Context: an optimization exercise on an open-source flow, tuned for small area. The choices shown serve that exercise and are no tape-out recipe. At most, simulation tests tie the RTL to the original design; equivalence was not proved. For run 2, only the layout was checked, not whether the RTL still works.

==> flow/design.v (outline; a module is shown in full before it is edited, if it fits) <==
// module mulNbit: 822 lines
// module ainv: 5 lines
// module bencn: 6 lines
// module bseln: 5 lines
// module fa: 6 lines
module mulNbit(a, b, clk, cin, rst, sum, cout);
  // ...
==> flow/flow/run.sh <==
#!/bin/bash
# The standard layout (standard.sh) with two changes:
#  - after the standard synthesis, every combinational cell is set to the
#    smallest drive strength of its family (flow/downsize.py); the resizer
#    in placement, CTS and routing upsizes what timing needs;
#  - the port buffers are the smallest buffer cell.
set -euo pipefail
ARGS=(BUFFER_PORTS_ARGS="-buffer_cell sky130_fd_sc_hd__buf_1")
R=orfs/results/sky130hd/mulNbit/base
bash standard.sh "${ARGS[@]}" synth > synth.log 2>&1
cp $R/1_2_yosys.v 1_2_yosys.standard.v
python3 flow/downsize.py "$FLOW_HOME/platforms/sky130hd/lib/sky130_fd_sc_hd__tt_025C_1v80.lib" $R/1_2_yosys.v > downsize.log 2>&1
rm -f $R/1_synth.odb $R/1_synth.sdc
bash standard.sh "${ARGS[@]}" finish > standard.log 2>&1
==> flow/flow/downsize.py <==
#!/usr/bin/env python3
"""Set every combinational cell of the synthesized netlist to the smallest
drive strength of its family (same function, same pins); the placement and
routing steps' resizer then upsizes whatever timing needs.
usage: downsize.py LIB NETLIST  (rewrites NETLIST in place)"""
import re
import sys
import collections

lib = open(sys.argv[1]).read()
cells = {}
for m in re.finditer(r'\n\s*cell\s*\(\s*"?(\w+)"?\s*\)\s*\{', lib):
    name = m.group(1)
    start = m.end()
    nxt = lib.find('\n    cell (', start)
    body = lib[start:nxt if nxt > 0 else len(lib)]
    am = re.search(r'area\s*:\s*([\d.]+)', body)
    pins = tuple(sorted(re.findall(r'pin\s*\(\s*"?(\w+)"?\s*\)', body)))
    ff = 'ff (' in body or 'ff(' in body or 'latch' in body
    cells[name] = (float(am.group(1)) if am else 0.0, pins, ff)
fam = collections.defaultdict(list)
for name, (area, pins, ff) in cells.items():
    m = re.match(r'(sky130_fd_sc_hd__\w+?)_(\d+)$', name)
    if m:
        fam[(m.group(1), pins)].append((area, int(m.group(2)), name))
best = {}
for (base, pins), lst in fam.items():
    lst.sort()
    for area, n, name in lst:
        best[name] = lst[0][2]
net = open(sys.argv[2]).read()
count = collections.Counter()


def rep(m):
    name = m.group(1)
    if name not in cells or cells[name][2]:
        return m.group(0)
    if name.startswith(('sky130_fd_sc_hd__clkbuf', 'sky130_fd_sc_hd__conb')):
        return m.group(0)
    b = best.get(name, name)
    if cells[b][0] >= cells[name][0]:
        b = name
    if b != name:
        count[(name, b)] += 1
    return m.group(0).replace(name, b, 1)


net = re.sub(r'^\s*(sky130_fd_sc_hd__\w+)\s', rep, net, flags=re.M)
open(sys.argv[2], 'w').write(net)
for (a, b), n in sorted(count.items()):
    print('%4d %s -> %s' % (n, a, b))
==> flow/standard.sh <==
#!/bin/bash
# synth_recipe.tcl (not shown) runs the flow's synth.tcl, then flattens the netlist and writes it again
# the make line also repeats each setting of config.mk as NAME=value (left out here)
make -C /OpenROAD-flow-scripts/flow DESIGN_CONFIG=/design/flow/config.mk WORK_HOME=/design/flow/orfs CLKGATE_MAP_FILE= SYNTH_SCRIPT=/design/flow/synth_recipe.tcl "${@:-finish}"
==> flow/config.mk <==
export PLATFORM = sky130hd
export DESIGN_NAME = mulNbit
export DESIGN_NICKNAME = mulNbit
export VERILOG_FILES = /design/flow/design.v
export SDC_FILE = /design/flow/constraint.sdc
export NUM_CORES = 4
export LEC_CHECK = 0
export CAP_MARGIN = 10
export CORE_MARGIN = 2
export CORE_UTILIZATION = 60
export CTS_BUF_LIST = sky130_fd_sc_hd__clkbuf_4 sky130_fd_sc_hd__clkbuf_8
export GPL_TIMING_DRIVEN = 0
export SLEW_MARGIN = 10
export SYNTH_HIERARCHICAL = 1
export SYNTH_MINIMUM_KEEP_SIZE = 0
==> flow/constraint.sdc <==
create_clock -name core_clock -period 8.5 [get_ports {clk}]
set_input_delay 1.7000 -clock core_clock [delete_from_list [all_inputs] [get_ports {clk}]]
set_output_delay 1.7000 -clock core_clock [all_outputs]
set_load 0.01 [all_outputs]
==> reports/qor.csv, run 1 <==
metric;value;unit
outcome;finished clean;
met3 WL post-DR;3.21;mm
crit path DAT;8.53;ns
met1 Resource Use GR;54.7;%
CP max stage delay;0.97;ns
met2 usage;57.9;%
share of cells above drive strength 1;5.92;%
initial antenna violation count;0;
vias in the first global route;9738;
Tmin final;8.32;ns
Fill cells;1545;
M1 WL;15.0;mm
Most Crowded Layer GR;met2;
TritonCTS clock tree;built;
Synth Warn #;7;
drt initial violations;1252;
fin nets;1538;
fraction of area in registers;5.23;%
Seq cells;33;
CP max FO;30;
Die Width;141;um
max FFs per register;32;
Slew HR;14.5;%
Worst Max-Slew Pin Slew;1.28;ns
Slew Limit Fails;0;
row cnt;50;
cts hold-fix bufs;0;
Longest Clk Path Bufs;2;
first-pass GRT wire length;56.8;mm
Setup Viol. Count Final;0;
==> inputs of run 2 (changes only) <==
--- a/flow/design.v
+++ b/flow/design.v
@@ -17,48 +17,48 @@
   assign neg9 = b[17];
   assign neg10 = b[19];
   assign neg11 = b[21];
   assign neg12 = b[23];
   assign neg13 = b[25];
   assign neg14 = b[27];
   assign neg15 = b[29];
   assign neg16 = b[31];
-  ainv u_ai0 (.x(a[0]), .y(an17));
-  ainv u_ai1 (.x(a[1]), .y(an18));
-  ainv u_ai2 (.x(a[2]), .y(an19));
-  ainv u_ai3 (.x(a[3]), .y(an20));
-  ainv u_ai4 (.x(a[4]), .y(an21));
-  ainv u_ai5 (.x(a[5]), .y(an22));
-  ainv u_ai6 (.x(a[6]), .y(an23));
-  ainv u_ai7 (.x(a[7]), .y(an24));
-  ainv u_ai8 (.x(a[8]), .y(an25));
-  ainv u_ai9 (.x(a[9]), .y(an26));
-  ainv u_ai10 (.x(a[10]), .y(an27));
-  ainv u_ai11 (.x(a[11]), .y(an28));
-  ainv u_ai12 (.x(a[12]), .y(an29));
-  ainv u_ai13 (.x(a[13]), .y(an30));
-  ainv u_ai14 (.x(a[14]), .y(an31));
-  ainv u_ai15 (.x(a[15]), .y(an32));
-  ainv u_ai16 (.x(a[16]), .y(an33));
-  ainv u_ai17 (.x(a[17]), .y(an34));
-  ainv u_ai18 (.x(a[18]), .y(an35));
-  ainv u_ai19 (.x(a[19]), .y(an36));
-  ainv u_ai20 (.x(a[20]), .y(an37));
-  ainv u_ai21 (.x(a[21]), .y(an38));
-  ainv u_ai22 (.x(a[22]), .y(an39));
-  ainv u_ai23 (.x(a[23]), .y(an40));
-  ainv u_ai24 (.x(a[24]), .y(an41));
-  ainv u_ai25 (.x(a[25]), .y(an42));
-  ainv u_ai26 (.x(a[26]), .y(an43));
-  ainv u_ai27 (.x(a[27]), .y(an44));
-  ainv u_ai28 (.x(a[28]), .y(an45));
-  ainv u_ai29 (.x(a[29]), .y(an46));
-  ainv u_ai30 (.x(a[30]), .y(an47));
-  ainv u_ai31 (.x(a[31]), .y(an48));
+  ainvr u_ai0 (.x(a[0]), .r(rst), .y(an17));
+  ainvr u_ai1 (.x(a[1]), .r(rst), .y(an18));
+  ainvr u_ai2 (.x(a[2]), .r(rst), .y(an19));
+  ainvr u_ai3 (.x(a[3]), .r(rst), .y(an20));
+  ainvr u_ai4 (.x(a[4]), .r(rst), .y(an21));
+  ainvr u_ai5 (.x(a[5]), .r(rst), .y(an22));
+  ainvr u_ai6 (.x(a[6]), .r(rst), .y(an23));
+  ainvr u_ai7 (.x(a[7]), .r(rst), .y(an24));
+  ainvr u_ai8 (.x(a[8]), .r(rst), .y(an25));
+  ainvr u_ai9 (.x(a[9]), .r(rst), .y(an26));
+  ainvr u_ai10 (.x(a[10]), .r(rst), .y(an27));
+  ainvr u_ai11 (.x(a[11]), .r(rst), .y(an28));
+  ainvr u_ai12 (.x(a[12]), .r(rst), .y(an29));
+  ainvr u_ai13 (.x(a[13]), .r(rst), .y(an30));
+  ainvr u_ai14 (.x(a[14]), .r(rst), .y(an31));
+  ainvr u_ai15 (.x(a[15]), .r(rst), .y(an32));
+  ainvr u_ai16 (.x(a[16]), .r(rst), .y(an33));
+  ainvr u_ai17 (.x(a[17]), .r(rst), .y(an34));
+  ainvr u_ai18 (.x(a[18]), .r(rst), .y(an35));
+  ainvr u_ai19 (.x(a[19]), .r(rst), .y(an36));
+  ainvr u_ai20 (.x(a[20]), .r(rst), .y(an37));
+  ainvr u_ai21 (.x(a[21]), .r(rst), .y(an38));
+  ainvr u_ai22 (.x(a[22]), .r(rst), .y(an39));
+  ainvr u_ai23 (.x(a[23]), .r(rst), .y(an40));
+  ainvr u_ai24 (.x(a[24]), .r(rst), .y(an41));
+  ainvr u_ai25 (.x(a[25]), .r(rst), .y(an42));
+  ainvr u_ai26 (.x(a[26]), .r(rst), .y(an43));
+  ainvr u_ai27 (.x(a[27]), .r(rst), .y(an44));
+  ainvr u_ai28 (.x(a[28]), .r(rst), .y(an45));
+  ainvr u_ai29 (.x(a[29]), .r(rst), .y(an46));
+  ainvr u_ai30 (.x(a[30]), .r(rst), .y(an47));
+  ainvr u_ai31 (.x(a[31]), .r(rst), .y(an48));
   assign onen49 = ~b[0];
   assign twon50 = b[0] | ~b[1];
   bencn u_encn1 (.b1(b[3]), .b0(b[2]), .bm(b[1]), .onen(onen51), .twon(twon52));
   bencn u_encn2 (.b1(b[5]), .b0(b[4]), .bm(b[3]), .onen(onen53), .twon(twon54));
   bencn u_encn3 (.b1(b[7]), .b0(b[6]), .bm(b[5]), .onen(onen55), .twon(twon56));
   bencn u_encn4 (.b1(b[9]), .b0(b[8]), .bm(b[7]), .onen(onen57), .twon(twon58));
   bencn u_encn5 (.b1(b[11]), .b0(b[10]), .bm(b[9]), .onen(onen59), .twon(twon60));
   bencn u_encn6 (.b1(b[13]), .b0(b[12]), .bm(b[11]), .onen(onen61), .twon(twon62));
@@ -370,17 +370,17 @@
   bseln u_sel14_1 (.onen(onen77), .twon(twon78), .neg(neg15), .xn1(an18), .xn0(an17), .p(pp377));
   bseln u_sel14_2 (.onen(onen77), .twon(twon78), .neg(neg15), .xn1(an19), .xn0(an18), .p(pp378));
   bseln u_sel14_3 (.onen(onen77), .twon(twon78), .neg(neg15), .xn1(an20), .xn0(an19), .p(pp379));
   bseln u_sel14_4 (.onen(onen77), .twon(twon78), .neg(neg15), .xn1(an21), .xn0(an20), .p(pp380));
   assign pp381 = ~(onen79 | an17);
   assign pc382 = neg16 & ~pp381;
   bseln u_sel15_1 (.onen(onen79), .twon(twon80), .neg(neg16), .xn1(an18), .xn0(an17), .p(pp383));
   bseln u_sel15_2 (.onen(onen79), .twon(twon80), .neg(neg16), .xn1(an19), .xn0(an18), .p(pp384));
-  assign pp385 = a[0] & b[31];
+  assign pp385 = ~an17 & b[31];
   assign s386 = pc82 ^ pp83;
   assign c387 = pc82 & pp83;
   fa u_fa0 (.x(pp115), .y(pp84), .z(c387), .s(s388), .c(c389));
   fa u_fa1 (.x(pp85), .y(pc116), .z(pp117), .s(s390), .c(c391));
   assign s392 = s390 ^ c389;
   assign c393 = s390 & c389;
   fa u_fa2 (.x(pp147), .y(pp86), .z(pp118), .s(s394), .c(c395));
   fa u_fa3 (.x(c391), .y(s394), .z(c393), .s(s396), .c(c397));
@@ -804,32 +804,29 @@
   assign prod[27] = sum1007;
   assign prod[28] = sum1008;
   assign prod[29] = sum1009;
   assign prod[30] = sum1010;
   assign prod[31] = sum1011;
   assign prod[32] = sum1012;
 	always @ (posedge clk)
 	begin
-		if(~rst)
-			begin
-				sum <= 0;
-				cout <= 0;
-			end
-		else
-			begin
-				{cout, sum} <= prod;
-			end
+		{cout, sum} <= prod;
 	end
 endmodule
 module ainv(x, y);
 	input x;
 	output y;
 	assign y = ~x;
 endmodule
+module ainvr(x, r, y);
+	input x, r;
+	output y;
+	assign y = ~(x & r);
+endmodule
 module bencn(b1, b0, bm, onen, twon);
 	input b1, b0, bm;
 	output onen, twon;
 	assign onen = ~(b0 ^ bm);
 	assign twon = ~(b1 ^ b0) | (b0 ^ bm);
 endmodule
 module bseln(onen, twon, neg, xn1, xn0, p);
 	input onen, twon, neg, xn1, xn0;
==> reports/qor.csv, run 2 <==
metric;value;unit;change
Critical path buffers and inverters;2;;
Sink Count;33;;
All-Layer GR Usage;39.1;%;
gr ovfl total;0;;
syn_area_per_cell;10.5;sq um;
Tmin final;8.28;ns;-0.0404 ns
Placed Instance Area;12300;sq um;
critical path depth;21;;
Max Clock Freq;0.121;GHz;
Hold Path Cell Cnt;4;;
Die Ht;140;um;
drt initial violations;1202;;-4.0%
# Max-Cap Violations;0;;
gpl congestion;0.922;;
crit path DAT;8.52;ns;about the same
Finished Core Util;69.5;%;
dpl hpwl;26.2;mm;
Mapped Cells;1054;;
total wire length;37.8;mm;
most frequent cells in the layout;xor2_1 (283), o22ai_1 (271), fa_1 (240);;
port buffer count;98;;
H-tree depth;2;;
max FFs per register;32;;unchanged
Vias;9988;;
Slew HR;23.9;%;+9.5 points
Post-Syn Area;11100;sq um;
Hold Worst Slack;2.12;ns;
Area growth syn-to-layout;13.2;%;
fin crit share;97.4;%;
CP max stage delay;0.59;ns;-0.38 ns
number of top-level pins;100;;
Synth Warn #;7;;unchanged
routed length per instance;26.6;um;
clock slew at reported path FFs;0.11;ns;
CP Capture Type;flop;;
Worst EP required;8.74;ns;
most frequent CP cell;fa_1;;
crit path cell chain;clkbuf_4, and3b_1, a21oi_2, buf_6, o22ai_1, xor2_1, fa_1, fa_1, fa_1, fa_1, fa_1, fa_1, fa_1, ha_1, nand3_1, nor2_1, o2bb2ai_1, a211o_1, and2_1, fa_1, xor2_1;;
final hold violation count;0;;
outcome;finished clean;;
Post-Syn Nets;1377;;
Worst Setup Start Kind;input port;;
Die Width;140;um;-0.78%
post-route cell area;12600;sq um;
Slew Limit Fails;0;;unchanged
DR pass1 iterations;19;;
vias in the first global route;10300;;+5.8%
fin nets;1513;;-1.6%
Num CTS Buffers;5;;
Die ar.;19600;sq um;
cell family with most CP delay;adder cells;;
Setup Viol. Count Final;0;;unchanged
Longest Clk Path Bufs;2;;unchanged
Slowest-stage cell, CP;fa_1;;
DRC Markers;0;;
pin count of the biggest net entering global routing;34;;
row cnt;49;;-2.0%
antenna-violating nets left;0;;
first-pass GRT wire length;58.8;mm;+3.4%
crit path kind;input port to flop;;
share of cells above drive strength 1;7.72;%;+1.8 points
Core ar.;18100;sq um;
TritonCTS clock tree;built;;
Clock Root Buffer;clkbuf_8;;
initial antenna violation count;0;;unchanged
CP max FO;26;;-13%
Setup TNS;0;ns;
hold crit path type;input port to flop;;
most common cell after layout, fill and taps aside;xor2_1;;
RSZ-0062 raised after global routing;no;;
Worst Max-Slew Pin Slew;1.14;ns;-0.134 ns
Antenna diodes;0;;
Initial Util;61.4;%;
vias per inst;7.03;;
run 2: final cells by class:
class                      instances  area (sq um)
multi-input combinational       1007         10600
fill                            1472          5510
timing repair buffer             127           827
sequential                        33           661
tap                              229           287
clock buffer                       5          68.8
inverter                          14          56.3
clock inverter                     3          46.3
buffer                             2          10.0
run 2: final timing paths:
check	start	endpoint	slack, ns
worst max-delay path	b[13]	sum[31]$_DFF_P_	0.22
worst min-delay path	b[2]	sum[2]$_DFF_P_	2.12
run 2: per-stage QoR:
stage	worst slack [ns]	cells
after floorplan	0.285	1054
after global placement	-3.23	1381
after detailed placement	-1.77	1406
after CTS	0.000517	1414
after global routing	0.0331	1420
final	0.222	1420
run 2: metal layers:
layer,track usage (%),vias up,share of wire (%)
met5,0,-,0
met4,15.0,0,4.0
met2,57.3,846,44
met1,55.4,4919,39
li1,-,4097,-
met3,11.1,126,13
run 2: what timing repair did:
| action | CTS | global route |
|---|---|---|
| endpoints found under the hold margin | 0 | 0 |
| hold buffers | 0 | 0 |
| gates resized for setup | 16 | 15 |
| cloned | 0 | 2 |
| setup buffers | 0 | 4 |
| setup endpoints to repair | 18 | 8 |
| pin swaps | 0 | 2 |

what the ideal ports hide:
The flow's constraints put no driver on any port. The routed layouts listed below were extracted and timed again, unchanged, in two steps.
Step 1, drivers: a clkbuf_16 drives clk and a buf_2 each remaining input, both assumed.
Step 2 also shifts input and output timing later by t, the mid clock arrival at the registers, as if the neighbouring blocks saw the same clock.
Three values: ideal, step 1, step 2; two values: the first two.
run	shift t [ns]	slack for setup (ns)	worst hold slack (ns)	latest minus earliest clock arrival (ns)	worst data-port slew with drivers (ns)
run 1	0.362	0.181 / 0.188 / -0.174	1.833 / 1.813 / 2.098	0.027 / 0.028	0.05
run 2	0.370	0.222 / 0.235 / -0.135	2.125 / 2.114 / 2.106	0.022 / 0.022	0.04
With both steps, setup timing fails in run 1 and run 2, where it was met with ideal ports. For run 2, which loses most, drivers alone change the setup slack by +0.013 ns; drivers and shift together by -0.357 ns.
